This is an optimization exercise on Yosys and OpenROAD, whose aim is small area, not a production implementation.
In this exercise RTL edits were held to simulation tests only and were not proved equivalent to the original.
Power and IR drop assume default switching activity.

[flow/config.mk]
export PLATFORM = sky130hd
export DESIGN_NAME = MazeRunner
export DESIGN_NICKNAME = MazeRunner
export VERILOG_FILES = /design/flow/design.v
export SDC_FILE = /design/flow/constraint.sdc
export NUM_CORES = 4
export LEC_CHECK = 0
export ABC_AREA = 1
export CAP_MARGIN = 10
export CORE_MARGIN = 2
export CORE_UTILIZATION = 65
export PLACE_DENSITY = 0.75
export SLEW_MARGIN = 10
[flow/constraint.sdc]
create_clock -name core_clock -period 10.0 [get_ports {clk}]
set_input_delay 2.0000 -clock core_clock [delete_from_list [all_inputs] [get_ports {clk}]]
set_output_delay 2.0000 -clock core_clock [all_outputs]
set_load 0.01 [all_outputs]
[flow/design.v]
module rst_synch(clk, rst_n, RST_n);
  input RST_n, clk;
  output rst_n;
  reg ff1, ff2;
  always_ff @(negedge clk, negedge RST_n)
    if (!RST_n) begin
      ff1 <= 1'b0;
      ff2 <= 1'b0;
    end else begin
      ff1 <= 1'b1;
      ff2 <= ff1;
    end
  assign rst_n = ff2;
endmodule
module mtr_drv(clk, rst_n, lft_duty, rght_duty, DIRL, DIRR, PWML, PWMR);
  input clk, rst_n;
  input [11:0] lft_duty, rght_duty;
  output PWML, PWMR, DIRL, DIRR;
  reg [10:0] cnt;
  reg PWML, PWMR;
  assign DIRR = rght_duty[11];
  assign DIRL = lft_duty[11];
  wire [10:0] abs_rght = DIRR ? ~rght_duty[10:0] : rght_duty[10:0];
  wire [10:0] abs_lft  = DIRL ? ~lft_duty[10:0]  : lft_duty[10:0];
  wire [10:0] cnt_inc;
  wire lt_r, lt_l;
  inc #(11) iCNT(.a(cnt), .s(cnt_inc));
  ltu #(11) iLTR(.a(cnt), .b(abs_rght), .lt(lt_r));
  ltu #(11) iLTL(.a(cnt), .b(abs_lft), .lt(lt_l));
  always_ff @(posedge clk, negedge rst_n)
    if (!rst_n) begin
      cnt  <= 11'h000;
      PWMR <= 1'b0;
      PWML <= 1'b0;
    end else begin
      cnt  <= cnt_inc;
      PWMR <= lt_r;
      PWML <= lt_l;
    end
endmodule
module rca #(parameter W = 8) (input [W-1:0] a, input [W-1:0] b, input ci, output [W-1:0] s, output co);
  wire [W:0] c;
  assign c[0] = ci;
  genvar i;
  generate
    for (i = 0; i < W; i = i + 1) begin : bit_
      assign s[i] = a[i] ^ b[i] ^ c[i];
      assign c[i+1] = (a[i] & b[i]) | (a[i] & c[i]) | (b[i] & c[i]);
    end
  endgenerate
  assign co = c[W];
endmodule
module inc #(parameter W = 8) (input [W-1:0] a, output [W-1:0] s);
  wire [W:0] c;
  assign c[0] = 1'b1;
  genvar i;
  generate
    for (i = 0; i < W; i = i + 1) begin : bit_
      assign s[i] = a[i] ^ c[i];
      assign c[i+1] = a[i] & c[i];
    end
  endgenerate
endmodule
module ltu #(parameter W = 8) (input [W-1:0] a, input [W-1:0] b, output lt);
  wire [W:0] c;
  assign c[0] = 1'b0;
  genvar i;
  generate
    for (i = 0; i < W; i = i + 1) begin : bit_
      assign c[i+1] = (~a[i] & b[i]) | (~a[i] & c[i]) | (b[i] & c[i]);
    end
  endgenerate
  assign lt = c[W];
endmodule
module csa #(parameter W = 8) (input [W-1:0] a, input [W-1:0] b, input [W-1:0] c, output [W-1:0] s, output [W-1:0] cy);
  assign s = a ^ b ^ c;
  wire [W-1:0] m = (a & b) | (a & c) | (b & c);
  assign cy = {m[W-2:0], 1'b0};
endmodule
module IR_intf(clk, rst_n, MISO, SS_n, SCLK, MOSI, IR_en, line_present, error, err_vld);
  input clk, rst_n, MISO;
  output SS_n, SCLK, MOSI, IR_en;
  output reg line_present;
  output reg [15:0] error;
  output err_vld;
  localparam [2:0] IDLE = 3'd0, WAIT_TMR = 3'd1, SETTLE = 3'd2, START = 3'd3, CONV = 3'd4;
  reg [2:0] state;
  reg [13:0] tmr;		 
  reg [2:0] chnnl;
  reg [11:0] sh;		 
  reg flag;			 
  reg acc;			 
  reg [11:0] ring [0:6];
  wire s_idle   = (state == IDLE);
  wire s_wait   = (state == WAIT_TMR);
  wire s_settle = (state == SETTLE);
  wire s_start  = (state == START);
  wire s_conv   = (state == CONV);
  wire gap   = ~tmr[9] & ~tmr[8];
  wire xfer  = s_conv & ~gap;
  wire w2    = s_conv & gap & tmr[0] & ~tmr[11];	 
  wire cmplt = s_conv & gap & tmr[0] & tmr[11];	 
  wire last  = &chnnl;
  wire ir_vld = cmplt & last;
  wire smpl  = xfer & (tmr[4:0] == 5'b01111);
  assign SS_n = ~xfer;
  assign SCLK = ~xfer | tmr[4];
  assign MOSI = ((tmr[8:5] == 4'd2) & chnnl[2]) | ((tmr[8:5] == 4'd3) & chnnl[1]) | ((tmr[8:5] == 4'd4) & chnnl[0]);
  assign IR_en = s_settle | s_start | (s_conv & ~ir_vld);
  always_ff @(posedge clk, negedge rst_n)
    if (!rst_n)
      state <= IDLE;
    else case (state)
      IDLE:     state <= WAIT_TMR;
      WAIT_TMR: if (&tmr) state <= SETTLE;
      SETTLE:   if (&tmr[10:0]) state <= START;
      START:    state <= CONV;
      CONV:     if (cmplt) state <= last ? IDLE : START;
      default:  state <= IDLE;
    endcase
  wire [13:0] tmr_inc;
  inc #(14) iTMR(.a(tmr), .s(tmr_inc));
  always_ff @(posedge clk)
    if (s_idle)
      tmr <= 14'h0000;
    else if (s_start)
      tmr <= 14'h01F7;
    else if (w2)
      tmr <= 14'h05F7;
    else
      tmr <= tmr_inc;
  always_ff @(posedge clk)
    if (s_settle)
      chnnl <= 3'b000;
    else if (cmplt)
      chnnl <= {chnnl[2] ^ (chnnl[1] & chnnl[0]), chnnl[1] ^ chnnl[0], ~chnnl[0]};
  always_ff @(posedge clk)
    if (smpl)
      sh <= {sh[10:0], ~MISO};
  wire gt = (|sh[11:7]) | (sh[6] & (|sh[5:0]));
  always_ff @(posedge clk, negedge rst_n)
    if (!rst_n)
      flag <= 1'b0;
    else if (cmplt)
      flag <= gt | (flag & ~last);
  always_ff @(posedge clk, negedge rst_n)
    if (!rst_n)
      line_present <= 1'b0;
    else if (ir_vld)
      line_present <= flag;
  wire [2:0] selp = {tmr[3] ^ (tmr[2] & tmr[1]), tmr[2] ^ tmr[1], ~tmr[1]};
  wire [2:0] sel = s_idle ? 3'd0 : selp;
  wire en = acc & (s_idle | (s_wait & tmr[0]));
  assign err_vld = acc & s_wait & (tmr[3:1] == 3'b111);
  wire sub = sel[0];
  always_ff @(posedge clk, negedge rst_n)
    if (!rst_n)
      acc <= 1'b0;
    else if (ir_vld)
      acc <= 1'b1;
    else if (err_vld)
      acc <= 1'b0;
  wire wr = s_start & (chnnl != 3'd0);
  wire use_sh = wr | (acc & (sel == 3'd7));
  wire [11:0] x = use_sh ? sh : ring[0];
  always_ff @(posedge clk) begin
    ring[0] <= ring[1]; ring[1] <= ring[2]; ring[2] <= ring[3];
    ring[3] <= ring[4]; ring[4] <= ring[5]; ring[5] <= ring[6];
    ring[6] <= x;
  end
  reg [14:0] xs;
  always_comb
    case (sel[2:1])
      2'd0: xs = {3'b000, x};
      2'd1: xs = {2'b00, x, 1'b0};
      2'd2: xs = {1'b0, x, 2'b00};
      default: xs = {x, 3'b000};
    endcase
  wire [15:0] op = {1'b0, xs} ^ {16{sub}};
  wire [15:0] err_nxt;
  wire err_co;
  rca #(16) iACC(.a(error), .b(op), .ci(sub), .s(err_nxt), .co(err_co));
  always_ff @(posedge clk)
    if (ir_vld)
      error <= 16'h0000;
    else if (en)
      error <= err_nxt;
endmodule
module PID(lft_speed, rght_speed, moving, err_sat, err_vld, go, line_present, clk, rst_n);
	output [11:0] lft_speed;
	output [11:0] rght_speed;
	output wire moving;
	input [10:0] err_sat;	 
	input err_vld, go, line_present;
	input clk, rst_n;
	reg [4:0] frwrd;
	wire [4:0] frwrd_inc;
	inc #(5) iFRW(.a(frwrd), .s(frwrd_inc));
	always_ff @(posedge clk)
		if (!go)
			frwrd <= 5'h00;
		else if (err_vld && ~&frwrd[4:3])
			frwrd <= frwrd_inc;
	assign moving = frwrd[4] | frwrd[3] | (frwrd[2] & (frwrd[1] | frwrd[0]));
	reg [10:0] err_sat_flopped, prev_err;
	always_ff @(posedge clk)
		if (err_vld) begin
			err_sat_flopped <= err_sat;
			prev_err <= err_sat_flopped;
		end
	wire [6:0] D_lo;
	wire c7;
	rca #(7) iDL(.a(err_sat[6:0]), .b(~prev_err[6:0]), .ci(1'b1), .s(D_lo), .co(c7));
	wire [3:0] D_hi0, D_hi1;
	wire h0_co, h1_co;
	rca #(4) iDH0(.a(err_sat[10:7]), .b(~prev_err[10:7]), .ci(1'b0), .s(D_hi0), .co(h0_co));
	rca #(4) iDH1(.a(err_sat[10:7]), .b(~prev_err[10:7]), .ci(1'b1), .s(D_hi1), .co(h1_co));
	wire pos0 = !D_hi0[3] && |D_hi0[2:0];
	wire neg0 = D_hi0[3] && ~&D_hi0[2:0];
	wire pos1 = !D_hi1[3] && |D_hi1[2:0];
	wire neg1 = D_hi1[3] && ~&D_hi1[2:0];
	wire d_pos = c7 ? pos1 : pos0;
	wire d_neg = c7 ? neg1 : neg0;
	wire d_b7 = c7 ? D_hi1[0] : D_hi0[0];
	wire [7:0] D_diff_sat = d_pos ? 8'h7f : d_neg ? 8'h80 : {d_b7, D_lo};
	reg [15:0] integrator;
	reg prev_line;
	wire [15:0] ext_err_sat = {{5{err_sat[10]}}, err_sat};
	wire [15:0] temp_sum;
	wire i_co;
	rca #(16) iINT(.a(integrator), .b(ext_err_sat), .ci(1'b0), .s(temp_sum), .co(i_co));
	wire overflow = (ext_err_sat[15] == integrator[15]) && (ext_err_sat[15] != temp_sum[15]);
	wire res_sel = (~prev_line & line_present) | ~go | ~moving;
	always_ff @(posedge clk) begin
		prev_line <= line_present;
		if (res_sel)
			integrator <= 16'h0000;
		else if (err_vld && !overflow)
			integrator <= temp_sum;
	end
	wire [14:0] e15 = {{4{err_sat[10]}}, err_sat};
	wire [14:0] I_term = {{5{integrator[15]}}, integrator[15:6]};
	wire [14:0] u_s, u_c, u;
	wire u_co;
	csa #(15) iU1(.a({e15[12:0], 2'b00}), .b({e15[13:0], 1'b0}), .c(I_term), .s(u_s), .cy(u_c));
	rca #(15) iU2(.a(u_s), .b(u_c), .ci(1'b0), .s(u), .co(u_co));
	wire [11:0] d12 = {{4{D_diff_sat[7]}}, D_diff_sat};
	wire [11:0] d7, PID_s;
	wire c1, c2;
	rca #(12) iD7(.a({d12[8:0], 3'b000}), .b(~d12), .ci(1'b1), .s(d7), .co(c1));
	rca #(12) iV2(.a(u[14:3]), .b(d7), .ci(1'b0), .s(PID_s), .co(c2));
	reg [11:0] PID_q;
	always_ff @(posedge clk)
		PID_q <= PID_s;
	wire [11:0] PID = go ? PID_q : 12'h000;
	wire [11:0] PIDm = moving ? PID : 12'h000;
	wire l_co, r_co;
	assign lft_speed[4:0] = PIDm[4:0];
	rca #(7) iL(.a({2'b00, frwrd}), .b(PIDm[11:5]), .ci(1'b0), .s(lft_speed[11:5]), .co(l_co));
	wire [4:0] pl = PIDm[4:0];
	wire [4:0] pl_nz = {|pl[3:0], |pl[2:0], |pl[1:0], pl[0], 1'b0};
	assign rght_speed[4:0] = pl ^ pl_nz;
	rca #(7) iR(.a({2'b00, frwrd}), .b(~PIDm[11:5]), .ci(~|pl), .s(rght_speed[11:5]), .co(r_co));
endmodule
module cmd_proc(clk,rst_n,BMPL_n,BMPR_n,go,err_opn_lp,line_present,buzz,RX);
input clk,rst_n,BMPL_n,BMPR_n,RX,line_present;
output logic go;
output logic buzz;
output logic [10:0] err_opn_lp;
reg [12:0] baud_cnt;
reg [3:0] bit_cnt;
reg [7:0] rx_data;
reg RX_meta, RX_stable, RX_prev;
reg rx_busy;
reg rx_rdy;
wire rx_start = ~rx_busy & ~RX_stable & RX_prev;
wire rx_shift = &baud_cnt;
wire rx_done = rx_busy & (bit_cnt == 4'h9);
always_ff @(posedge clk) begin
	RX_meta <= RX;
	RX_stable <= RX_meta;
	RX_prev <= RX_stable;
end
localparam [12:0] BAUD_SEED = 13'h1475;
always_ff @(posedge clk)
	if (rx_start | rx_shift)
		baud_cnt <= BAUD_SEED;
	else
		baud_cnt <= {baud_cnt[11:0], baud_cnt[12] ^ baud_cnt[11] ^ baud_cnt[10] ^ baud_cnt[7]};
always_ff @(posedge clk)
	if (rx_start)
		bit_cnt <= 4'h0;
	else if (rx_shift)
		bit_cnt <= {bit_cnt[3] ^ (&bit_cnt[2:0]), bit_cnt[2] ^ (&bit_cnt[1:0]), bit_cnt[1] ^ bit_cnt[0], ~bit_cnt[0]};
always_ff @(posedge clk)
	if (rx_shift & ~bit_cnt[3])
		rx_data <= {RX_stable, rx_data[7:1]};
always_ff @(posedge clk, negedge rst_n)
	if (!rst_n)
		rx_busy <= 1'b0;
	else if (rx_start)
		rx_busy <= 1'b1;
	else if (rx_done)
		rx_busy <= 1'b0;
always_ff @(posedge clk)
	rx_rdy <= rx_done;
reg [15:0] cmd;
reg byte2;
reg cmd_rdy;
logic cap_cmd;
always_ff @(posedge clk)
	if (rx_rdy)
		cmd <= {cmd[7:0], rx_data};
always_ff @(posedge clk, negedge rst_n)
	if (!rst_n)
		byte2 <= 1'b0;
	else if (rx_rdy)
		byte2 <= ~byte2;
always_ff @(posedge clk, negedge rst_n)
	if (!rst_n)
		cmd_rdy <= 1'b0;
	else if (cap_cmd)
		cmd_rdy <= 1'b0;
	else if (rx_rdy & byte2)
		cmd_rdy <= 1'b1;
localparam [2:0] IDLE = 3'd0, READY = 3'd1, VEER = 3'd2, LP1 = 3'd3, LP2 = 3'd4, RST_LP = 3'd5, BUZZ = 3'd6;
reg [2:0] state;
reg [15:0] cmd_shft_reg;
reg last_veer_right;
reg [20:0] tmr;
reg [14:0] buzz_cntr;
logic nxt_cmd, en_buzz, rst_tmr;
logic [2:0] next_state;
wire bump = ~BMPL_n | ~BMPR_n;
localparam [20:0] TMR_SEED1 = 21'h1530aa;
localparam [20:0] TMR_SEED2 = 21'h155400;
wire tmr_done = &tmr;
wire REV_tmr1 = tmr_done;
wire REV_tmr2 = tmr_done;
wire csr_hold = ~cap_cmd & ~nxt_cmd;
wire csr_shft = ~cap_cmd & nxt_cmd;
always_ff @(posedge clk)
	cmd_shft_reg <= ({16{cap_cmd}} & cmd) | ({16{csr_shft}} & {2'b00, cmd_shft_reg[15:2]}) | ({16{csr_hold}} & cmd_shft_reg);
always_ff @(posedge clk, negedge rst_n)
	if (!rst_n)
		last_veer_right <= 1'b0;
	else if (nxt_cmd)
		last_veer_right <= cmd_shft_reg[0];
always_ff @(posedge clk)
	if (rst_tmr)
		tmr <= (state == LP1) ? TMR_SEED2 : TMR_SEED1;
	else
		tmr <= {tmr[19:0], tmr[20] ^ tmr[18]};
wire [14:0] buzz_c, buzz_nxt;
assign buzz_c[0] = en_buzz;
assign buzz_nxt[0] = buzz_cntr[0] ^ en_buzz;
genvar gi;
generate
	for (gi = 1; gi < 15; gi = gi + 1) begin : bz
		assign buzz_c[gi] = buzz_c[gi-1] & buzz_cntr[gi-1];
		assign buzz_nxt[gi] = buzz_cntr[gi] ^ buzz_c[gi];
	end
endgenerate
always_ff @(posedge clk, negedge rst_n)
	if (!rst_n)
		buzz_cntr <= 15'h0000;
	else
		buzz_cntr <= buzz_nxt;
assign buzz = buzz_cntr[14];
always_ff @(posedge clk, negedge rst_n)
	if (!rst_n)
		state <= IDLE;
	else
		state <= next_state;
always_comb begin
	next_state = state;
	nxt_cmd = 0;
	cap_cmd = 0;
	err_opn_lp = 11'h000;
	go = 0;
	rst_tmr = 0;
	en_buzz = 0;
	case (state)
	IDLE: if (cmd_rdy && line_present) begin
			next_state = READY;
			cap_cmd = 1;
			go = 1;
		end
	READY: begin
		rst_tmr = 1;
		if (line_present) begin
			if (bump) begin
				en_buzz = 1;
				next_state = BUZZ;
			end else
				go = 1;
		end else if (cmd_shft_reg[1:0] == 2'b11)
			next_state = LP1;
		else if (|cmd_shft_reg[1:0]) begin
			go = 1;
			next_state = VEER;
		end else
			next_state = IDLE;
	end
	VEER: begin
		go = 1;
		err_opn_lp = cmd_shft_reg[0] ? 11'h340 : 11'h4c0;
		if (line_present) begin
			nxt_cmd = 1;
			next_state = READY;
		end
	end
	LP1: if (!REV_tmr1) begin
			go = 1;
			err_opn_lp = last_veer_right ? 11'h1e0 : 11'h620;
		end else begin
			rst_tmr = 1;
			next_state = LP2;
		end
	LP2: begin
		go = 1;
		if (!REV_tmr2)
			err_opn_lp = last_veer_right ? 11'h480 : 11'h380;
		else
			next_state = RST_LP;
	end
	RST_LP: begin
		go = 1;
		if (line_present) begin
			nxt_cmd = 1;
			next_state = READY;
		end
	end
	BUZZ: if (bump)
			en_buzz = 1;
		else
			next_state = READY;
	default: next_state = IDLE;
	endcase
end
endmodule
module MazeRunner(clk,RST_n,SS_n,MOSI,MISO,SCLK,PWMR,PWML,
                  DIRR,DIRL,IR_EN,BMPL_n,BMPR_n,buzz,
				  buzz_n,RX,LED);
  input clk;		 
  input RST_n;		 
  output SS_n;		 
  output MOSI;		 
  output SCLK;		 
  input MISO;		 
  output PWMR;		 
  output PWML;		 
  output DIRR;		 
  output DIRL;		 
  output IR_EN;		 
  input BMPL_n;		 
  input BMPR_n;		 
  output buzz;		 
  output buzz_n;
  input RX;			 
  output [7:0] LED;	 
  wire rst_n;
  wire line_present, err_vld, go, moving;
  wire [15:0] err_raw;
  wire [10:0] err_opn_lp;
  wire [11:0] lft_spd, rght_spd;
  rst_synch iRST(.clk(clk), .RST_n(RST_n), .rst_n(rst_n));
  mtr_drv iDRV(.clk(clk), .rst_n(rst_n), .lft_duty(lft_spd), .rght_duty(rght_spd),
               .DIRL(DIRL), .DIRR(DIRR), .PWML(PWML), .PWMR(PWMR));
  IR_intf iINTF(.clk(clk), .rst_n(rst_n), .MISO(MISO), .SS_n(SS_n), .SCLK(SCLK), .MOSI(MOSI),
                .IR_en(IR_EN), .line_present(line_present), .error(err_raw), .err_vld(err_vld));
  cmd_proc iCMDPROC(.clk(clk), .rst_n(rst_n), .BMPL_n(BMPL_n), .BMPR_n(BMPR_n), .go(go),
                    .err_opn_lp(err_opn_lp), .line_present(line_present), .buzz(buzz), .RX(RX));
  assign buzz_n = ~buzz;
  wire [10:0] raw_sat = (!err_raw[15] && |err_raw[14:10]) ? 11'h3ff :
                        (err_raw[15] && ~&err_raw[14:10]) ? 11'h400 :
                        err_raw[10:0];
  wire [10:0] err_sat = line_present ? raw_sat : err_opn_lp;
  PID iPID(.clk(clk), .rst_n(rst_n), .lft_speed(lft_spd), .rght_speed(rght_spd), .moving(moving),
           .err_sat(err_sat), .err_vld(err_vld), .go(go), .line_present(line_present));
  assign LED = 8'h00;
endmodule
[flow/flow/run.sh]
#!/bin/bash
# Layout flow: the standard ORFS flow (standard.sh) with these changes:
#  - synthesis is the standard one except for its final ABC mapping, which uses an
#    area-oriented script (flow/abc_area.script); registers are not touched by ABC
#  - after synthesis, two netlist passes, both keeping every register as it is:
#    flow/shrink_adders.py swaps adder cells with an unused output for the smaller
#    cell of the same function, and flow/fa_polarity.py flips full adders between
#    inverted and plain inputs where that removes inverters
#  - the constant-0 LED outputs share one tie cell (SKIP_REPAIR_TIE_FANOUT)
#  - timing-driven global placement uses its resizer estimates only as guidance and
#    keeps none of its buffers (GPL_KEEP_OVERFLOW=0); repair_design after placement
#    still fixes every slew, capacitance and fanout violation
#  - ports are buffered with sky130_fd_sc_hd__buf_1
#  - clock tree synthesis: clusters of up to 30 sinks on clkbuf_16 leaf buffers,
#    clkbuf_4 for the root and the branch above the leaves, no dummy loads
# Every tool's output goes to a log in this folder (ORFS's own logs are under orfs/logs).
set -euo pipefail
W=$(pwd)
rm -rf "$W/scripts_area"
cp -r "$FLOW_HOME/scripts" "$W/scripts_area"
cp "$W/flow/abc_area.script" "$W/scripts_area/abc_area.script"
RES="$W/orfs/results/sky130hd/MazeRunner/base"
ARGS=(
  SCRIPTS_DIR="$W/scripts_area"
  SKIP_REPAIR_TIE_FANOUT=1
  GPL_KEEP_OVERFLOW=0
  "BUFFER_PORTS_ARGS=-buffer_cell sky130_fd_sc_hd__buf_1"
  "CTS_ARGS=-sink_clustering_enable -repair_clock_nets -sink_clustering_size 30 -sink_clustering_max_diameter 100 -buf_list {sky130_fd_sc_hd__clkbuf_4 sky130_fd_sc_hd__clkbuf_16} -sink_clustering_buffer sky130_fd_sc_hd__clkbuf_16 -root_buf sky130_fd_sc_hd__clkbuf_4 -tree_buf sky130_fd_sc_hd__clkbuf_4 -dont_use_dummy_load"
)
bash standard.sh "${ARGS[@]}" "$RES/1_2_yosys.v" > synth_make.log 2>&1
cp "$RES/1_2_yosys.v" "$W/1_2_yosys_before_shrink.v.txt"
python3 "$W/flow/shrink_adders.py" "$RES/1_2_yosys.v" > shrink_adders.log 2>&1
python3 "$W/flow/fa_polarity.py" "$RES/1_2_yosys.v" > fa_polarity.log 2>&1
bash standard.sh "${ARGS[@]}" finish > flow_make.log 2>&1
[flow/flow/abc_area.script]
strash
dch -f
amap
strash
dch -f
amap
topo
stime -c
[flow/flow/fa_polarity.py]
#!/usr/bin/env python3
"""Remove inverters around full adder cells by flipping their polarity.

A full adder is self-dual: fa(~a, ~b, ~c) gives ~sum and ~cout. So a
sky130_fd_sc_hd__fa_1 whose inputs are mostly inverted signals can instead read
the uninverted signals, provided its outputs are inverted for their readers.
This pass flips full adders one at a time, greedily, whenever that lowers the
number of inverter cells, and repeats until no flip helps.
Usage: fa_polarity.py netlist.v   (rewrites the file in place)"""
import re, sys, collections

path = sys.argv[1]
text = open(path).read()
inst_re = re.compile(r'(sky130_fd_sc_hd__\w+)\s+(\\\S+\s|\S+)\s*\((.*?)\);', re.S)
pin_re = re.compile(r'\.(\w+)\(\s*(.*?)\s*\)(?=\s*[,)]|\s*$)', re.S)
INV = ('sky130_fd_sc_hd__inv_1', 'sky130_fd_sc_hd__clkinv_1')
OUTS = {'X', 'Y', 'Q', 'Q_N', 'SUM', 'COUT', 'HI', 'LO'}

head_end = None
cells = []   # dicts: type, name, pins(list of [pin, net])
pieces = []
last = 0
for m in inst_re.finditer(text):
    pieces.append(text[last:m.start()])
    pieces.append(len(cells))
    cells.append({'type': m.group(1), 'name': m.group(2).strip(),
                  'pins': [[p, n.strip()] for p, n in pin_re.findall(m.group(3))]})
    last = m.end()
pieces.append(text[last:])

# nets that are read outside cells (assign / output statements) are fixed
fixed = set()
rest = ''.join(p for p in pieces if isinstance(p, str))
for stmt in re.findall(r'^\s*(?:assign|output)\b.*?;', rest, re.M | re.S):
    for tok in re.findall(r'(\\\S+|[A-Za-z_][\w$]*(?:\[\d+\])?)', stmt):
        fixed.add(tok.strip())
    for hi, lo, nm in re.findall(r'output\s+(?:\[(\d+):(\d+)\]\s*)?(\w+)', stmt):
        if hi:
            for i in range(int(lo), int(hi) + 1):
                fixed.add('%s[%d]' % (nm, i))
        else:
            fixed.add(nm)

def index():
    drv = {}
    rd = collections.defaultdict(list)
    for i, c in enumerate(cells):
        if c is None:
            continue
        for k, (p, n) in enumerate(c['pins']):
            if not n:
                continue
            if p in OUTS:
                drv[n] = (i, k)
            else:
                rd[n].append((i, k))
    return drv, rd

counter = [0]
def new_net():
    counter[0] += 1
    return 'fapol_n%d' % counter[0]

def is_inv(i):
    return cells[i] is not None and cells[i]['type'] in INV

def inv_in(i):
    return cells[i]['pins'][[p for p, _ in cells[i]['pins']].index('A')][1]

def inv_out(i):
    return cells[i]['pins'][[p for p, _ in cells[i]['pins']].index('Y')][1]

def evaluate(i, drv, rd):
    """inverter-count change if fa i is flipped (negative is better)"""
    c = cells[i]
    delta = 0
    for p, n in c['pins']:
        if p in ('A', 'B', 'CIN'):
            d = drv.get(n)
            if d and is_inv(d[0]):
                # reads an inverter output: read the inverter's input instead;
                # the inverter goes if this was its only reader
                if len(rd[n]) == 1 and n not in fixed:
                    delta -= 1
            else:
                # needs the complement: reuse an inverter of n if there is one
                if not any(is_inv(j) for j, _ in rd.get(n, [])):
                    delta += 1
        elif p in ('SUM', 'COUT') and n:
            readers = rd.get(n, [])
            if not readers and n not in fixed:
                continue
            invs = [j for j, _ in readers if is_inv(j)]
            others = len(readers) - len(invs)
            delta -= len(invs)
            if others or n in fixed:
                delta += 1
    return delta

def flip(i, drv, rd):
    c = cells[i]
    for pin in c['pins']:
        p, n = pin
        if p in ('A', 'B', 'CIN'):
            d = drv.get(n)
            if d and is_inv(d[0]):
                j = d[0]
                pin[1] = inv_in(j)
                if len(rd[n]) == 1 and n not in fixed:
                    cells[j] = None
            else:
                for j, _ in rd.get(n, []):
                    if is_inv(j):
                        pin[1] = inv_out(j)
                        break
                else:
                    o = new_net()
                    cells.append({'type': 'sky130_fd_sc_hd__clkinv_1', 'name': 'fapol_i%d' % counter[0],
                                  'pins': [['A', n], ['Y', o]]})
                    pieces.insert(-1, len(cells) - 1)
                    pin[1] = o
        elif p in ('SUM', 'COUT') and n:
            readers = rd.get(n, [])
            if not readers and n not in fixed:
                continue
            invs = [j for j, _ in readers if is_inv(j)]
            others = [(j, k) for j, k in readers if not is_inv(j)]
            if others or n in fixed:
                # the fa now drives the complement on a new net; an inverter
                # restores n for the other readers
                m = new_net()
                pin[1] = m
                cells.append({'type': 'sky130_fd_sc_hd__clkinv_1', 'name': 'fapol_i%d' % counter[0],
                              'pins': [['A', m], ['Y', n]]})
                pieces.insert(-1, len(cells) - 1)
                for j in invs:
                    # their readers take the fa output directly
                    on = inv_out(j)
                    for jj, kk in rd.get(on, []):
                        cells[jj]['pins'][kk][1] = m
                    if on in fixed:
                        # keep the net name alive with an assign-free buffer: not expected
                        raise SystemExit('inverter output is a port: ' + on)
                    cells[j] = None
            else:
                # every reader is an inverter: the fa output takes over their nets
                if len(invs) == 1:
                    j = invs[0]
                    pin[1] = inv_out(j)
                    cells[j] = None
                else:
                    m = n
                    for j in invs:
                        on = inv_out(j)
                        if on in fixed:
                            raise SystemExit('inverter output is a port: ' + on)
                        for jj, kk in rd.get(on, []):
                            cells[jj]['pins'][kk][1] = m
                        cells[j] = None

def n_inv():
    return sum(1 for c in cells if c is not None and c['type'] in INV)

start = n_inv()
flips = 0
while True:
    drv, rd = index()
    best = None
    for i, c in enumerate(cells):
        if c is not None and c['type'] == 'sky130_fd_sc_hd__fa_1':
            d = evaluate(i, drv, rd)
            if d < 0 and (best is None or d < best[0]):
                best = (d, i)
    if best is None:
        break
    before = n_inv()
    flip(best[1], drv, rd)
    flips += 1
    if n_inv() >= before:
        raise SystemExit('flip did not help: internal error')

def fmt(n):
    return n + ' ' if n.startswith('\\') else n

out = []
declared = set()
for p in pieces:
    if isinstance(p, str):
        out.append(p)
    else:
        c = cells[p]
        if c is None:
            continue
        out.append('%s %s (%s);' % (c['type'], fmt(c['name']),
                   ', '.join('.%s(%s)' % (pp, fmt(nn)) for pp, nn in c['pins'])))
res = ''.join(out)
# declare the new nets
newnets = sorted(set(re.findall(r'fapol_n\d+', res)))
if newnets:
    res = re.sub(r'(module\s+\w+\s*\([^;]*\);)', lambda m: m.group(1) + '\n' + ''.join('  wire %s;\n' % n for n in newnets), res, count=1)
open(path, 'w').write(res)
print('inverters: %d -> %d after %d full adder flips' % (start, n_inv(), flips))
[flow/flow/shrink_adders.py]
#!/usr/bin/env python3
"""Replace adder cells that have an unused output with a smaller cell of the
same function on the used output:
  fa_1 with SUM unused  -> maj3_1 (X = majority(A, B, CIN))
  ha_1 with COUT unused -> xor2_1 (X = A ^ B)
  ha_1 with SUM unused  -> and2_1 (X = A & B)
Usage: shrink_adders.py netlist.v  (rewrites the file in place)"""
import re, sys, collections

path = sys.argv[1]
text = open(path).read()
inst_re = re.compile(r'(sky130_fd_sc_hd__\w+)\s+(\\\S+\s|\S+)\s*\((.*?)\);', re.S)
pin_re = re.compile(r'\.(\w+)\(\s*(.*?)\s*\)(?=\s*[,)]|\s*$)', re.S)

def pins(body):
    return [(p, n.strip()) for p, n in pin_re.findall(body)]

OUTS = {'X', 'Y', 'Q', 'Q_N', 'SUM', 'COUT', 'HI', 'LO'}
uses = collections.Counter()
insts = list(inst_re.finditer(text))
for m in insts:
    for p, n in pins(m.group(3)):
        if p not in OUTS and n:
            uses[n] += 1
# nets read outside cell instances (assigns, ports)
rest = inst_re.sub('', text)
for stmt in re.findall(r'^\s*(?:assign|output)\b.*?;', rest, re.M | re.S):
    for tok in re.findall(r'(\\\S+|[A-Za-z_][\w$]*(?:\[\d+\])?)', stmt):
        uses[tok.strip()] += 1
    for tok in re.findall(r'output\s+(?:\[(\d+):(\d+)\]\s*)?(\w+)', stmt):
        hi, lo, nm = tok
        if hi:
            for i in range(int(lo), int(hi) + 1):
                uses['%s[%d]' % (nm, i)] += 1

def fmt(n):
    # escaped identifiers need a terminating space
    return n + ' ' if n.startswith('\\') else n

def used(n):
    return bool(n) and uses[n] > 0

out = []
last = 0
counts = collections.Counter()
for m in insts:
    cell, name, body = m.group(1), m.group(2), m.group(3)
    pm = dict(pins(body))
    new = None
    if cell == 'sky130_fd_sc_hd__fa_1' and not used(pm.get('SUM', '')) and used(pm.get('COUT', '')):
        new = 'sky130_fd_sc_hd__maj3_1 %s (.A(%s), .B(%s), .C(%s), .X(%s));' % (fmt(name.strip()), fmt(pm['A']), fmt(pm['B']), fmt(pm['CIN']), fmt(pm['COUT']))
    elif cell == 'sky130_fd_sc_hd__ha_1' and not used(pm.get('COUT', '')) and used(pm.get('SUM', '')):
        new = 'sky130_fd_sc_hd__xor2_1 %s (.A(%s), .B(%s), .X(%s));' % (fmt(name.strip()), fmt(pm['A']), fmt(pm['B']), fmt(pm['SUM']))
    elif cell == 'sky130_fd_sc_hd__ha_1' and not used(pm.get('SUM', '')) and used(pm.get('COUT', '')):
        new = 'sky130_fd_sc_hd__and2_1 %s (.A(%s), .B(%s), .X(%s));' % (fmt(name.strip()), fmt(pm['A']), fmt(pm['B']), fmt(pm['COUT']))
    if new:
        out.append(text[last:m.start()]); out.append(new); last = m.end()
        counts[cell + ' -> ' + new.split()[0]] += 1
out.append(text[last:])
open(path, 'w').write(''.join(out))
for k, v in sorted(counts.items()):
    print('%4d  %s' % (v, k))
[flow/standard.sh]
#!/bin/bash
# synth_recipe.tcl (not shown) runs the flow's synth.tcl, then flattens the netlist and writes it again
# the make line also repeats each setting of config.mk as NAME=value (left out here)
make -C /OpenROAD-flow-scripts/flow DESIGN_CONFIG=/design/flow/config.mk WORK_HOME=/design/flow/orfs CLKGATE_MAP_FILE= SYNTH_SCRIPT=/design/flow/synth_recipe.tcl "${@:-finish}"
==> summary.md, run 1 <==
| Metric | Value |
|---|---|
| Setup Skew | `62.5 ps` |
| Post-Syn Instances | `1145` |
| Initial antenna violation count | `1` |
| Die Width | `145 um` |
| Final HPWL DP | `16.0 mm` |
| R2R Path End | `iPID.PID_q[11]` |
| Detailed Route WL | `21.0 mm` |
| Status | `complete, no violations` |
| Syn. warnings | `6` |
| Static leakage | `5.27 nW` |
| Total GRT Usage | `0.205` |
| Starting density of the core | `0.666` |
| Root Driver | `clkbuf_4` |
| Worst Hold End | `iRST.ff2` |
| DR WL/cell | `14.6 um` |
| Critical Path Start Type | `flop` |
| CP Data Required Time | `10610 ps` |
| CP max FO | `8` |
| Largest register by flop count | `iINTF.ring` |
| Worst setup EP type | `flop` |
| CTS Buf Count | `14` |
| IO buf count | `15` |
| # H-tree levels | `1` |
| Core ar. | `19500 um^2` |
| Final Hold Fails | `0` |
| Mapped Avg Cell Area | `11.4 um^2` |
| Std-Cell Rows | `51` |
| Largest net degree at the start of global routing | `31` |
| First-pass GRT wire length | `36.5 mm` |
| Final setup fails | `0` |
| Most frequent cell on the critical path | `fa_1` |
| Worst ir drop on vdd | `148 uV` |
| Vias in the first global route | `7817` |
| Die area | `21200 um^2` |
| Maxcap violations | `0` |
| Vias per Instance | `5.51` |
| Synth Net Count | `1292` |
| Gpl congestion | `0.821` |
| Post-CTS Setup Inserts | `0` |
| Via count | `7923` |
| Register-to-Register Path Depth | `33` |
| WHS Path Cells | `0` |
| Ratio of cells with drive above 1 in the final layout | `0.0316` |
| Placed instance area | `13400 um^2` |
| Fin. max-slew vios | `0` |
| Clk slew on worst S/H paths | `110 ps` |
| Aggregate global routing overflow | `0` |
| Finished Layout Cells | `1438` |
| Min-delay src | `iRST.ff1` |
| CTS tree | `yes` |
| Hold WC Path Type | `reg2reg` |
| Min Tclk post-route | `9460 ps` |
| RSZ-0062 raised after global routing | `no` |
| Max stage delay on crit path | `430 ps` |
| Max Freq | `106 MHz` |
| Design area | `13800 um^2` |
| CP arrival | `10070 ps` |
| Final Core Density | `0.706` |
| R2r startpoint | `iINTF.error[10]` |
| Antenna-violating nets left | `0` |
| Largest regs | `iINTF.ring x84, iCMDPROC.tmr x21` |
| Max-slew headroom | `0.186` |
| Skew-Pair Late Insertion Delay | `660 ps` |
| Max reg flops | `84` |
| Period utilization | `0.946` |
| Die Span Y | `145 um` |
| Layout Nets | `1321` |
| Tightest Pin Transition | `1220 ps` |
| Area grow syn2layout | `5.98%` |
| Worst path bufs/invs | `4` |
| R2r setup slk | `540 ps` |
| DRT Pass-1 Iters | `5` |
| Iteration-0 DRC Markers | `445` |
| Top delay family on crit path | `adder cells` |
| Post-Syn Area | `13000 um^2` |
| Max Root-Sink Buffers | `3` |
| Placed Cells | `1422` |
| Power Dens Cells | `139 nW/um^2` |
| Setup TNS | `0 ps` |
| Ports | `24` |
| CTS hold repair buffers | `0` |
| Residual DRC count | `0` |
| CP max stage cell | `fa_1` |
| CTS sink cnt | `310` |
| Crit Path Class | `reg2reg` |
## through the flow
step,hold slack [ps],power [mW],setup WS [ps]
after floorplan,292,1.38,507
after global placement,298,1.39,-1130
after detailed placement,306,1.39,-173
after CTS,300,1.94,32.5
after global routing,307,2.00,9.56
final,304,1.92,538
## metal layers
metal	routed length, um	GRT usage	vias to the layer above
met2	10400	0.355	113
met3	633	0.0229	23
met1	9740	0.285	3802
li1	-	-	3985
met4	297	0.0426	0
met5	0	0	-
## worst register-to-register path, delay by kind of cell, from the launching register on
kind | cells | cell delay [ps]
flops | 1 | 340
buf+inv | 4 | 340
fa+ha+maj | 18 | 6960
simple gates | 4 | 580
compound gates | 7 | 1210
## repair_timing
| item | in CTS | in global routing |
|---|---|---|
| pin swaps | 0 | 1 |
| resized for setup | 3 | 19 |
| endpoints found under the hold margin | 0 | 0 |
| setup endpoints to repair | 2 | 4 |
## layout by cell type, fill, tap and decap left out, types with 15 or more instances in the layout
master      n
ha_1       56
dfrtp_1    40
fa_1       85
dfxtp_1   209
a221oi_1   24
clkinv_1  157
edfxtp_1   58
nand2_1    67
buf_1      15
nor2_1    103
o21ai_0    60
nor2b_1    32
a21oi_1    41
o22ai_1    30
## how the worst max path moves through the flow
stage | slack, ps | startpoint | to | cells past startpoint
6_report | 540 | iINTF.error[10] | iPID.PID_q[11] | 33
5_1_grt | 10 | iINTF.line_present | iPID.PID_q[11] | 32
4_1_cts | 30 | iINTF.error[10] | iPID.PID_q[11] | 34
3_5_place_dp | -170 | iINTF.error[10] | iPID.PID_q[11] | 34
3_3_place_gp | -1130 | iINTF.state[0] | iINTF.error[15] | 25
2_1_floorplan | 510 | iINTF.state[0] | iINTF.error[15] | 25
## layout make-up
cell class,count,area [um^2]
antenna,1,2.50
clock buffer,14,298
fill,1490,5740
inverter,164,619
multi-input combinational,663,5400
sequential,310,7000
tap,265,332
timing repair buffer,21,130
## report_power, final
| part | internal, mW | switching (mW) | leakage [nW] |
|---|---|---|---|
| Clock | 0.210 | 0.343 | 0.149 |
| Combinational | 0.0234 | 0.0215 | 2.40 |
| Sequential | 1.30 | 0.0175 | 2.73 |
| Total | 1.53 | 0.382 | 5.27 |
==> run 2: changes to the inputs <==
--- a/flow/config.mk
+++ b/flow/config.mk
@@ -8,6 +8,6 @@
 export ABC_AREA = 1
 export CAP_MARGIN = 10
 export CORE_MARGIN = 2
-export CORE_UTILIZATION = 65
-export PLACE_DENSITY = 0.75
+export CORE_UTILIZATION = 55
+export PLACE_DENSITY = 0.7
 export SLEW_MARGIN = 10
==> summary.md, run 2 <==
| Metric | Value |
|---|---|
| Vias in the first global route | `7818 (+0.013%)` |
| Initial antenna violation count | `1 (unchanged)` |
| Final Power | `1.92 mW (+0.38%)` |
| Post-Syn Area | `13000 um^2 (unchanged)` |
| Synth Net Count | `1292 (unchanged)` |
| First-pass GRT wire length | `36.1 mm (-1.2%)` |
| Largest net degree at the start of global routing | `31 (unchanged)` |
| Gpl congestion | `0.825 (+0.40%)` |
| Fin. max-slew vios | `0 (unchanged)` |
| Setup TNS | `0 ps (unchanged)` |
| Critical Path Start Type | `flop` |
| Starting density of the core | `0.558 (-0.109)` |
| CTS Buf Count | `14 (unchanged)` |
| Max Root-Sink Buffers | `3 (unchanged)` |
| Power Dens Cells | `139 nW/um^2 (-0.15%)` |
| Detailed Route WL | `21.1 mm (+0.49%)` |
| CTS tree | `yes` |
| Max Freq | `103 MHz (-2.9%)` |
| # H-tree levels | `1 (unchanged)` |
| Total GRT Usage | `0.176 (-0.0287)` |
| Vias per Instance | `5.29 (-4.0%)` |
| Min Tclk post-route | `9750 ps (+285 ps)` |
| DRT Pass-1 Iters | `5 (unchanged)` |
| Area grow syn2layout | `6.54%` |
| Residual DRC count | `0 (unchanged)` |
| Placed Cells | `1475 (+3.7%)` |
| Via count | `7888 (-0.44%)` |
| Maxcap violations | `0 (unchanged)` |
| Die Span Y | `158 um (+8.5%)` |
| CTS hold repair buffers | `0 (unchanged)` |
| Flop pwr share | `0.686 (-0.002)` |
| IO buf count | `15 (unchanged)` |
| Aggregate global routing overflow | `0 (unchanged)` |
| CP arrival | `10330 ps (+260 ps)` |
| Max reg flops | `84 (unchanged)` |
| Largest register by flop count | `iINTF.ring` |
| CP max FO | `8 (unchanged)` |
| Final Hold Fails | `0 (unchanged)` |
| Hold WC Path Type | `reg2reg` |
| Tightest Pin Transition | `1190 ps (-29.8 ps)` |
| Setup Skew | `73.0 ps (+10.5 ps)` |
| Commonest non-fill, non-tap cell in the layout | `dfxtp_1` |
| Comb pwr share | `0.024 (about the same)` |
| Final HPWL DP | `16.0 mm (about the same)` |
| Die area | `24900 um^2 (+18%)` |
| Iteration-0 DRC Markers | `442 (-0.67%)` |
| Skew-Pair Late Insertion Delay | `660 ps (about the same)` |
| Top delay family on crit path | `adder cells` |
| Max stage delay on crit path | `590 ps (+160 ps)` |
| Fin Hold WS | `271 ps (-33.1 ps)` |
| Clk slew on worst S/H paths | `110 ps (about the same)` |
| Post-CTS Setup Inserts | `0 (unchanged)` |
| Static leakage | `5.24 nW (-0.66%)` |
| Ports | `24 (unchanged)` |
| Mapped Avg Cell Area | `11.4 um^2 (unchanged)` |
| Int Pwr | `1.54 mW (about the same)` |
| Net Sw Frac | `0.202 (+0.00262)` |
| Most frequent cell on the critical path | `fa_1` |
| Layout Nets | `1319 (-0.15%)` |
| Antenna-violating nets left | `0 (unchanged)` |
| Final setup fails | `0 (unchanged)` |
| Post-Syn Instances | `1145 (unchanged)` |
| Std-Cell Rows | `56 (+9.8%)` |
| Final Core Density | `0.594 (-0.112)` |
| Crit Path Class | `reg2reg` |
| CP max stage cell | `a31oi_1` |
| Worst path bufs/invs | `4 (unchanged)` |
| Status | `complete, no violations` |
| Max-slew headroom | `0.206 (+0.0200)` |
| CTS sink cnt | `310 (unchanged)` |
| Largest regs | `iINTF.ring x84, iCMDPROC.tmr x21` |
| Net Sw Power | `0.389 mW (+1.7%)` |
| Core ar. | `23300 um^2 (+19%)` |
| Finished Layout Cells | `1491 (+3.7%)` |
| Period utilization | `0.975 (+0.0285)` |
| Clk pwr share | `0.290 (about the same)` |
| DR WL/cell | `14.2 um (-3.1%)` |
| Commonest non-fill, non-tap cells in the layout | `dfxtp_1, clkinv_1, nor2_1` |
| CP Data Required Time | `10580 ps (-30 ps)` |
| Syn. warnings | `6 (unchanged)` |
| RSZ-0062 raised after global routing | `yes` |
| Ratio of cells with drive above 1 in the final layout | `0.0291 (-0.00251)` |
| Die Width | `158 um (+8.5%)` |
| Worst ir drop on vdd | `172 uV (+16%)` |
| Worst setup EP type | `flop` |
| Root Driver | `clkbuf_4` |
[run 2: what timing repair did]
item,in CTS,in global routing
setup endpoints to repair,2,3
resized for setup,5,11
pin swaps,0,1
[run 2: cell type report]
| type | count | area (um^2) |
|---|---|---|
| diodes | 2 | 5.00 |
| clock buffers | 14 | 298 |
| fillers | 1902 | 9470 |
| inverters | 164 | 619 |
| multi-input cells | 663 | 5410 |
| flip-flops and latches | 310 | 7000 |
| well taps | 319 | 399 |
| repair buffers | 19 | 126 |
[run 2: stage by stage]
step	instance area (um^2)	worst slack, ps
5_1_grt	13900	-212
3_3_place_gp	13400	-1220
2_1_floorplan	13000	507
3_5_place_dp	13500	-152
6_report	13900	252
4_1_cts	13800	51.0
[run 2: worst reg2reg max path: cells and delay by family, from the launching register on]
family	cells	cell delay, ps
AOI/OAI and AO/OA	8	1660
adders and majority gates	18	7100
buffers and inverters	4	460
DFF	1	340
and+or+nand+nor	2	100
[run 2: power groups by stage]
stage	clock (mW)	combinational (mW)	sequential, mW
after CTS	0.582	0.0471	1.32
after global routing	0.621	0.0555	1.32
after global placement	0	0.0399	1.35
final	0.558	0.0459	1.32
after detailed placement	0	0.0460	1.35
after floorplan	0	0.0373	1.34
[run 2: routing by layer]
metal,up-vias,GRT usage,wire length (um)
li1,3994,-,-
met1,3787,0.234,9950
met2,75,0.310,10200
met3,32,0.0194,476
met4,0,0.0459,470
met5,-,0,0
[run 2: path summary, 6_finish.rpt]
path                                   startpoint  cells after the start  slack [ps]                endpoint
worst max register to register    iINTF.error[11]                     32         250          iPID.PID_q[11]
min in group asynchronous                iRST.ff2                      0        5190  iCMDPROC.buzz_cntr[11]
worst min register to register  iINTF.ring[3][11]                      0         270       iINTF.ring[2][11]
worst min-delay path            iINTF.ring[3][11]                      0         270       iINTF.ring[2][11]
worst max-delay path              iINTF.error[11]                     32         250          iPID.PID_q[11]
max in group asynchronous                   RST_n                      1        3770                iRST.ff1
==> run 3: changes to the inputs <==
--- a/flow/flow/run.sh
+++ b/flow/flow/run.sh
@@ -19,10 +19,14 @@
 rm -rf "$W/scripts_area"
 cp -r "$FLOW_HOME/scripts" "$W/scripts_area"
 cp "$W/flow/abc_area.script" "$W/scripts_area/abc_area.script"
+sed 's/yosys synth -nofsm -noshare {\*}\$args/yosys synth -nofsm -noshare -noabc {*}$args/' \
+  "$W/synth_recipe.tcl" > "$W/synth_recipe_noabc.tcl"
+grep -q -- '-nofsm -noshare -noabc' "$W/synth_recipe_noabc.tcl"
 RES="$W/orfs/results/sky130hd/MazeRunner/base"
 ARGS=(
   SCRIPTS_DIR="$W/scripts_area"
   SKIP_REPAIR_TIE_FANOUT=1
+  SYNTH_SCRIPT="$W/synth_recipe_noabc.tcl"
   GPL_KEEP_OVERFLOW=0
   "BUFFER_PORTS_ARGS=-buffer_cell sky130_fd_sc_hd__buf_1"
   "CTS_ARGS=-sink_clustering_enable -repair_clock_nets -sink_clustering_size 30 -sink_clustering_max_diameter 100 -buf_list {sky130_fd_sc_hd__clkbuf_4 sky130_fd_sc_hd__clkbuf_16} -sink_clustering_buffer sky130_fd_sc_hd__clkbuf_16 -root_buf sky130_fd_sc_hd__clkbuf_4 -tree_buf sky130_fd_sc_hd__clkbuf_4 -dont_use_dummy_load"
==> summary.md, run 3 <==
| Metric | Value |
|---|---|
| Max stage delay on crit path | `460 ps (-130 ps)` |
| Clk slew on worst S/H paths | `110 ps (about the same)` |
| Antenna-violating nets left | `0 (unchanged)` |
| Area of the multi-input gates | `5550 um^2 (+2.5%)` |
| Register-to-Register Path Depth | `27 (-16%)` |
| Vias per Instance | `5.31 (+0.39%)` |
| Die Span Y | `158 um (about the same)` |
| Final Hold Fails | `0 (unchanged)` |
| CTS sink cnt | `310 (unchanged)` |
| Std-Cell Rows | `56 (unchanged)` |
| Via count | `8036 (+1.9%)` |
| Period utilization | `0.950 (-0.0251)` |
| Largest register by flop count | `iINTF.ring` |
| Total GRT Usage | `0.182 (+0.00567)` |
| Placed instance area | `13600 um^2 (+0.50%)` |
| Worst path bufs/invs | `2 (-2)` |
| Mapped Avg Cell Area | `11.2 um^2 (-1.2%)` |
| Uppermost layer routed | `met4` |
| Top delay family on crit path | `adder cells` |
| Post-Syn Instances | `1157 (+1.0%)` |
| Final setup fails | `0 (unchanged)` |
| Critical Path Start Type | `flop` |
| Design area | `14000 um^2 (+0.92%)` |
| Clk pwr share | `0.288 (-0.002)` |
| Tightest Pin Transition | `1200 ps (+18.3 ps)` |
| Ratio of cells with drive above 1 in the final layout | `0.0495 (+0.0204)` |
| Commonest non-fill, non-tap cell in the layout | `dfxtp_1` |
| Iteration-0 DRC Markers | `458 (+3.6%)` |
| Power Dens Cells | `140 nW/um^2 (+0.64%)` |
| Max reg flops | `84 (unchanged)` |
| Vias in the first global route | `7874 (+0.72%)` |
| Flop pwr share | `0.682 (-0.004)` |
| RSZ-0062 raised after global routing | `no` |
| Aggregate global routing overflow | `0 (unchanged)` |
| Ports | `24 (unchanged)` |
| Min Tclk post-route | `9500 ps (-251 ps)` |
| Max-slew headroom | `0.189 (-0.0178)` |
| Die area | `24900 um^2 (-0.20%)` |
| Comb pwr share | `0.029 (+0.005)` |
| CP Data Required Time | `10570 ps (about the same)` |
| Commonest non-fill, non-tap cells in the layout | `dfxtp_1, nor2_1, clkinv_1` |
| Most frequent cell on the critical path | `fa_1` |
| Post-Syn Area | `13000 um^2 (-0.20%)` |
| Place WS | `-1150 ps (-994 ps)` |
| CP max stage cell | `fa_1` |
| Maxcap violations | `0 (unchanged)` |
| Worst ir drop on vdd | `157 uV (-9.1%)` |
| DR WL met2 | `10.6 mm (+3.5%)` |
| Initial antenna violation count | `1 (unchanged)` |
| Static leakage | `5.59 nW (+6.7%)` |
| Final Power | `1.95 mW (+1.6%)` |
| Max Root-Sink Buffers | `3 (unchanged)` |
| Net Sw Frac | `0.209 (+0.00737)` |
| # H-tree levels | `1 (unchanged)` |
| Setup Skew | `70.3 ps (-2.68 ps)` |
| WP depth | `27 (-16%)` |
| Gpl congestion | `0.838 (+1.6%)` |
| Core ar. | `23300 um^2 (unchanged)` |
| Status | `complete, no violations` |
| Skew-Pair Late Insertion Delay | `680 ps (+20 ps)` |
| Syn. warnings | `6 (unchanged)` |
| Worst setup EP type | `flop` |
| Layout Nets | `1342 (+1.7%)` |
| Synth Net Count | `1304 (+0.93%)` |
| Hold WC Path Type | `reg2reg` |
| CP arrival | `10060 ps (-270 ps)` |
| Die Width | `158 um (about the same)` |
| Net Sw Power | `0.409 mW (+5.3%)` |
| CTS Buf Count | `14 (unchanged)` |
| Largest net degree at the start of global routing | `31 (unchanged)` |
| Final HPWL DP | `16.0 mm (+0.15%)` |
| Largest regs | `iINTF.ring x84, iCMDPROC.tmr x21` |
| CP max FO | `8 (unchanged)` |
| Met3 wire length | `622 um (+31%)` |
| CTS tree | `yes` |
| Finished Layout Cells | `1513 (+1.5%)` |
| Crit Path Class | `reg2reg` |
| Sequential standard cell area | `7010 um^2 (about the same)` |
| Residual DRC count | `0 (unchanged)` |
| Fin. max-slew vios | `0 (unchanged)` |
| DRT Pass-1 Iters | `5 (unchanged)` |
| Int Pwr | `1.55 mW (+0.63%)` |
| Area grow syn2layout | `7.74%` |
| Post-Route M1 WL | `10.2 mm (+2.4%)` |
| Max Freq | `105 MHz (+2.6%)` |
| Detailed Route WL | `21.7 mm (+2.9%)` |
| IO buf count | `15 (unchanged)` |
| Fillers | `1918 (+0.84%)` |
| First-pass GRT wire length | `37.2 mm (+3.0%)` |
| Starting density of the core | `0.556 (-0.00113)` |
| Setup WS post-layout | `503 ps (+251 ps)` |
| DR WL/cell | `14.4 um (+1.4%)` |
| WHS Path Cells | `0 (unchanged)` |
| Placed Cells | `1494 (+1.3%)` |
| Root Driver | `clkbuf_4` |
-- run 3: worst paths after layout --
check / from / endpoint / slack, ps
max in group asynchronous: RST_n / iRST.ff2 / 3820
worst max register to register: iINTF.error[13] / iPID.PID_q[11] / 500
worst min-delay path: iINTF.ring[1][11] / iINTF.ring[0][11] / 300
worst max-delay path: iINTF.error[13] / iPID.PID_q[11] / 500
worst min register to register: iINTF.ring[1][11] / iINTF.ring[0][11] / 300
min in group asynchronous: iRST.ff2 / iDRV.PWML / 5220
-- run 3: timing repair --
item | 4_1_cts | 5_1_grt
hold buffers | 0 | 0
pin swaps | 1 | 2
buffers inserted | 1 | 2
resized for setup | 8 | 21
setup endpoints to repair | 7 | 20
-- run 3: stage by stage --
stage,hold slack (ps),TNS [ps],utilization
global placement,302,-18030,0.574
global route,290,0,0.600
detailed placement,297,-3580,0.581
finish,297,0,0.600
floorplan,292,0,-
CTS,279,0,0.595
-- run 3: layout make-up --
type / count / area share
well taps: 319 / 0.0285
inverters: 130 / 0.0368
diodes: 1 / 0.000179
clock buffers: 14 / 0.0213
flip-flops and latches: 310 / 0.501
repair buffers: 30 / 0.0158
multi-input cells: 709 / 0.397
-- run 3: worst register-to-register path: stages (launching register included) --
cell and delay, ps:
dfxtp_2 380, and4_1 230, a21oi_2 110, nor2_2 200
buf_4 140, o21ai_0 170, fa_2 450, fa_1 450
fa_1 430, fa_1 420, fa_1 430, fa_2 420
a32o_2 330, o21ai_4 180, clkinv_1 90, ha_1 330
fa_1 400, fa_1 460, fa_1 460, fa_1 460
fa_1 460, fa_1 460, fa_1 460, fa_1 460
fa_1 460, fa_1 440, nand2_1 60, o21ai_0 60
-- run 3: metal layers --
metal / vias up / GRT usage
met5: - / 0
li1: 4060 / -
met3: 26 / 0.0216
met1: 3843 / 0.244
met2: 107 / 0.321
met4: 0 / 0.0390
-- run 3: power groups by stage --
| stage | Clock (mW) | Combinational, mW | Sequential, mW |
|---|---|---|---|
| after CTS | 0.583 | 0.0592 | 1.33 |
| after detailed placement | 0 | 0.0586 | 1.36 |
| after global placement | 0 | 0.0509 | 1.36 |
| after floorplan | 0 | 0.0468 | 1.36 |
| final | 0.564 | 0.0575 | 1.33 |
| after global routing | 0.622 | 0.0671 | 1.34 |
==> run 4: changes to the inputs <==
--- a/flow/flow/run.sh
+++ b/flow/flow/run.sh
@@ -19,17 +19,13 @@
 rm -rf "$W/scripts_area"
 cp -r "$FLOW_HOME/scripts" "$W/scripts_area"
 cp "$W/flow/abc_area.script" "$W/scripts_area/abc_area.script"
-sed 's/yosys synth -nofsm -noshare {\*}\$args/yosys synth -nofsm -noshare -noabc {*}$args/' \
-  "$W/synth_recipe.tcl" > "$W/synth_recipe_noabc.tcl"
-grep -q -- '-nofsm -noshare -noabc' "$W/synth_recipe_noabc.tcl"
 RES="$W/orfs/results/sky130hd/MazeRunner/base"
 ARGS=(
   SCRIPTS_DIR="$W/scripts_area"
   SKIP_REPAIR_TIE_FANOUT=1
-  SYNTH_SCRIPT="$W/synth_recipe_noabc.tcl"
   GPL_KEEP_OVERFLOW=0
   "BUFFER_PORTS_ARGS=-buffer_cell sky130_fd_sc_hd__buf_1"
-  "CTS_ARGS=-sink_clustering_enable -repair_clock_nets -sink_clustering_size 30 -sink_clustering_max_diameter 100 -buf_list {sky130_fd_sc_hd__clkbuf_4 sky130_fd_sc_hd__clkbuf_16} -sink_clustering_buffer sky130_fd_sc_hd__clkbuf_16 -root_buf sky130_fd_sc_hd__clkbuf_4 -tree_buf sky130_fd_sc_hd__clkbuf_4 -dont_use_dummy_load"
+  "CTS_ARGS=-sink_clustering_enable -repair_clock_nets -sink_clustering_size 32 -sink_clustering_max_diameter 60 -buf_list {sky130_fd_sc_hd__clkbuf_4 sky130_fd_sc_hd__clkbuf_16} -sink_clustering_buffer sky130_fd_sc_hd__clkbuf_16 -root_buf sky130_fd_sc_hd__clkbuf_4 -tree_buf sky130_fd_sc_hd__clkbuf_4 -dont_use_dummy_load"
 )
 bash standard.sh "${ARGS[@]}" "$RES/1_2_yosys.v" > synth_make.log 2>&1
 cp "$RES/1_2_yosys.v" "$W/1_2_yosys_before_shrink.v.txt"
==> summary.md, run 4 <==
| Metric | Value |
|---|---|
| Aggregate global routing overflow | `0 (unchanged)` |
| Setup crit end | `iPID.PID_q[11]` |
| Setup WS post-layout | `226 ps (-277 ps)` |
| Status | `complete, no violations` |
| Setup Skew | `127 ps (+56.9 ps)` |
| Layout Nets | `1326 (-1.2%)` |
| CP max stage cell | `a31oi_1` |
| Critical Path Start Type | `flop` |
| CP arrival | `10400 ps (+340 ps)` |
| Max-slew headroom | `0.192 (+0.00346)` |
| Worst setup EP type | `flop` |
| Vias per Instance | `5.30 (-0.15%)` |
| CTS tree | `yes` |
| Iteration-0 DRC Markers | `419 (-8.5%)` |
| Mapped Avg Cell Area | `11.4 um^2 (+1.3%)` |
| Initial antenna violation count | `1 (unchanged)` |
| Antenna-violating nets left | `0 (unchanged)` |
| Commonest non-fill, non-tap cells in the layout | `dfxtp_1, clkinv_1, nor2_1` |
| Min Tclk post-route | `9770 ps (+277 ps)` |
| Root Driver | `clkbuf_4` |
| # H-tree levels | `1 (unchanged)` |
| Largest register by flop count | `iINTF.ring` |
| CP Data Required Time | `10620 ps (+50 ps)` |
| R2r startpoint | `iINTF.error[11]` |
| Uppermost layer routed | `met4` |
| Area of the multi-input gates | `5400 um^2 (-2.6%)` |
| Post-Route M1 WL | `9.97 mm (-2.2%)` |
| Vias in the first global route | `7866 (-0.10%)` |
| Max reg flops | `84 (unchanged)` |
| Syn. warnings | `6 (unchanged)` |
| DRT Pass-1 Iters | `5 (unchanged)` |
| Max Freq | `102 MHz (-2.8%)` |
| Die area | `24900 um^2 (+0.20%)` |
| Met3 wire length | `620 um (-0.32%)` |
| IO buf count | `15 (unchanged)` |
| DR WL/cell | `14.3 um (-0.21%)` |
| Residual DRC count | `0 (unchanged)` |
| RSZ-0062 raised after global routing | `yes` |
| Static leakage | `5.32 nW (-4.8%)` |
| Largest net degree at the start of global routing | `33 (+6.5%)` |
| Starting density of the core | `0.558 (+0.00113)` |
| Final Hold Fails | `0 (unchanged)` |
| Sequential standard cell area | `7000 um^2 (about the same)` |
| Core ar. | `23300 um^2 (unchanged)` |
| CTS Buf Count | `21 (+7)` |
| Tightest Pin Transition | `1210 ps (+3.08 ps)` |
| Die Width | `158 um (about the same)` |
| Final setup fails | `0 (unchanged)` |
| Ratio of cells with drive above 1 in the final layout | `0.0357 (-0.0138)` |
| Skew-Pair Late Insertion Delay | `780 ps (+100 ps)` |
| Area grow syn2layout | `7.83% (about the same)` |
| DR WL met2 | `10.4 mm (-2.3%)` |
| Design area | `14000 um^2 (+0.29%)` |
| Ports | `24 (unchanged)` |
| Crit path launch | `iINTF.error[11]` |
| Placed instance area | `13500 um^2 (-0.50%)` |
| Post-Syn Area | `13000 um^2 (+0.20%)` |
| Fillers | `1883 (-1.8%)` |
| Total GRT Usage | `0.178 (-0.00389)` |
| Std-Cell Rows | `56 (unchanged)` |
| Period utilization | `0.977 (+0.0277)` |
| Post-CTS Setup Inserts | `0 (-1)` |
| Final HPWL DP | `16.0 mm (-0.15%)` |
| CTS sink cnt | `310 (unchanged)` |
| Hold WC Path Type | `reg2reg` |
| Max Root-Sink Buffers | `3 (unchanged)` |
| Via count | `7939 (-1.2%)` |
| Largest regs | `iINTF.ring x84, iCMDPROC.tmr x21` |
| Commonest non-fill, non-tap cell in the layout | `dfxtp_1` |
| Maxcap violations | `0 (unchanged)` |
| Place WS | `-152 ps (+994 ps)` |
| R2R Path End | `iPID.PID_q[11]` |
| Register-to-Register Path Depth | `32 (+19%)` |
| R2r setup slk | `230 ps (-280 ps)` |
| Gpl congestion | `0.825 (-1.6%)` |
| Fin. max-slew vios | `0 (unchanged)` |
| Detailed Route WL | `21.5 mm (-1.3%)` |
| Most frequent cell on the critical path | `fa_1` |
| Post-Syn Instances | `1145 (-1.0%)` |
| Die Span Y | `158 um (about the same)` |
| Crit Path Class | `reg2reg` |
| CP max FO | `8 (unchanged)` |
| Synth Net Count | `1292 (-0.92%)` |
| Worst ir drop on vdd | `159 uV (+1.6%)` |
| Clk slew on worst S/H paths | `60 ps (-50 ps)` |
| First-pass GRT wire length | `36.3 mm (-2.3%)` |
| Power Dens Cells | `147 nW/um^2 (+5.4%)` |
| Max stage delay on crit path | `580 ps (+120 ps)` |
==> run 4: cell types whose count changed in the layout (fill, tap and decap cells not counted), moves of 11 or more <==
cell | previous run | this run
clkinv_1 | 125 | 161
o22ai_1 | 47 | 30
nand2_1 | 91 | 67
a221oi_1 | 6 | 24
a21oi_1 | 52 | 40
nor2_1 | 129 | 102
o221ai_1 | 1 | 12
nor2b_1 | 20 | 32
==> run 4: layer usage <==
layer,up-vias,global-route usage
met5,-,0
met1,3800,0.234
met2,96,0.309
li1,4002,-
met4,0,0.0524
met3,41,0.0249
==> run 4: power breakdown <==
part,leakage [nW],switching (mW),internal (mW)
Clock,0.236,0.376,0.325
Combinational,2.36,0.0217,0.0240
Sequential,2.73,0.0180,1.30
Total,5.32,0.416,1.65
==> run 4: worst max-delay path, delay by kind of cell (launching register included) <==
kind | cells | cell delay (ps)
AO/OA/AOI/OAI | 8 | 1660
AND/OR/NAND/NOR | 2 | 100
adder cells (fa/ha/maj) | 18 | 7090
flip-flops | 1 | 320
buffers and inverters | 4 | 470
==> run 4: repair_timing <==
action                     in CTS  in global routing
pin swaps                       1                  1
gates resized for setup         6                 10
hold buffers                    0                  0
setup endpoints to repair       3                  4
==> run 4: area by class of cell <==
cell class,instances,area share
Sequential cell,310,0.499
Multi-Input combinational cell,663,0.385
Inverter,164,0.0444
Timing Repair Buffer,19,0.00901
Antenna cell,1,0.000178
Tap cell,319,0.0285
Clock buffer,21,0.0337
==> run 4: worst min-delay path by stage <==
stage / startpoint / endpoint / cells after the start
after detailed placement: iINTF.ring[6][5] / iINTF.ring[5][5] / 0
after CTS: iRST.ff1 / iRST.ff2 / 0
final: iRST.ff1 / iRST.ff2 / 0
after floorplan: iRST.ff1 / iRST.ff2 / 0
after global routing: iRST.ff1 / iRST.ff2 / 0
after global placement: iRST.ff1 / iRST.ff2 / 0
==> run 4: per-stage QoR <==
stage / std cells / TNS, ps / power [mW] / utilization / hold WS, ps
final: 1497 / 0 / 2.07 / 0.601 / 273
after global routing: 1497 / -225 / 2.14 / 0.601 / 274
after CTS: 1496 / 0 / 2.09 / 0.599 / 279
after detailed placement: 1475 / -152 / 1.39 / 0.578 / 312
after global placement: 1471 / -7710 / 1.39 / 0.575 / 295
after floorplan: 1145 / 0 / 1.38 / - / 292
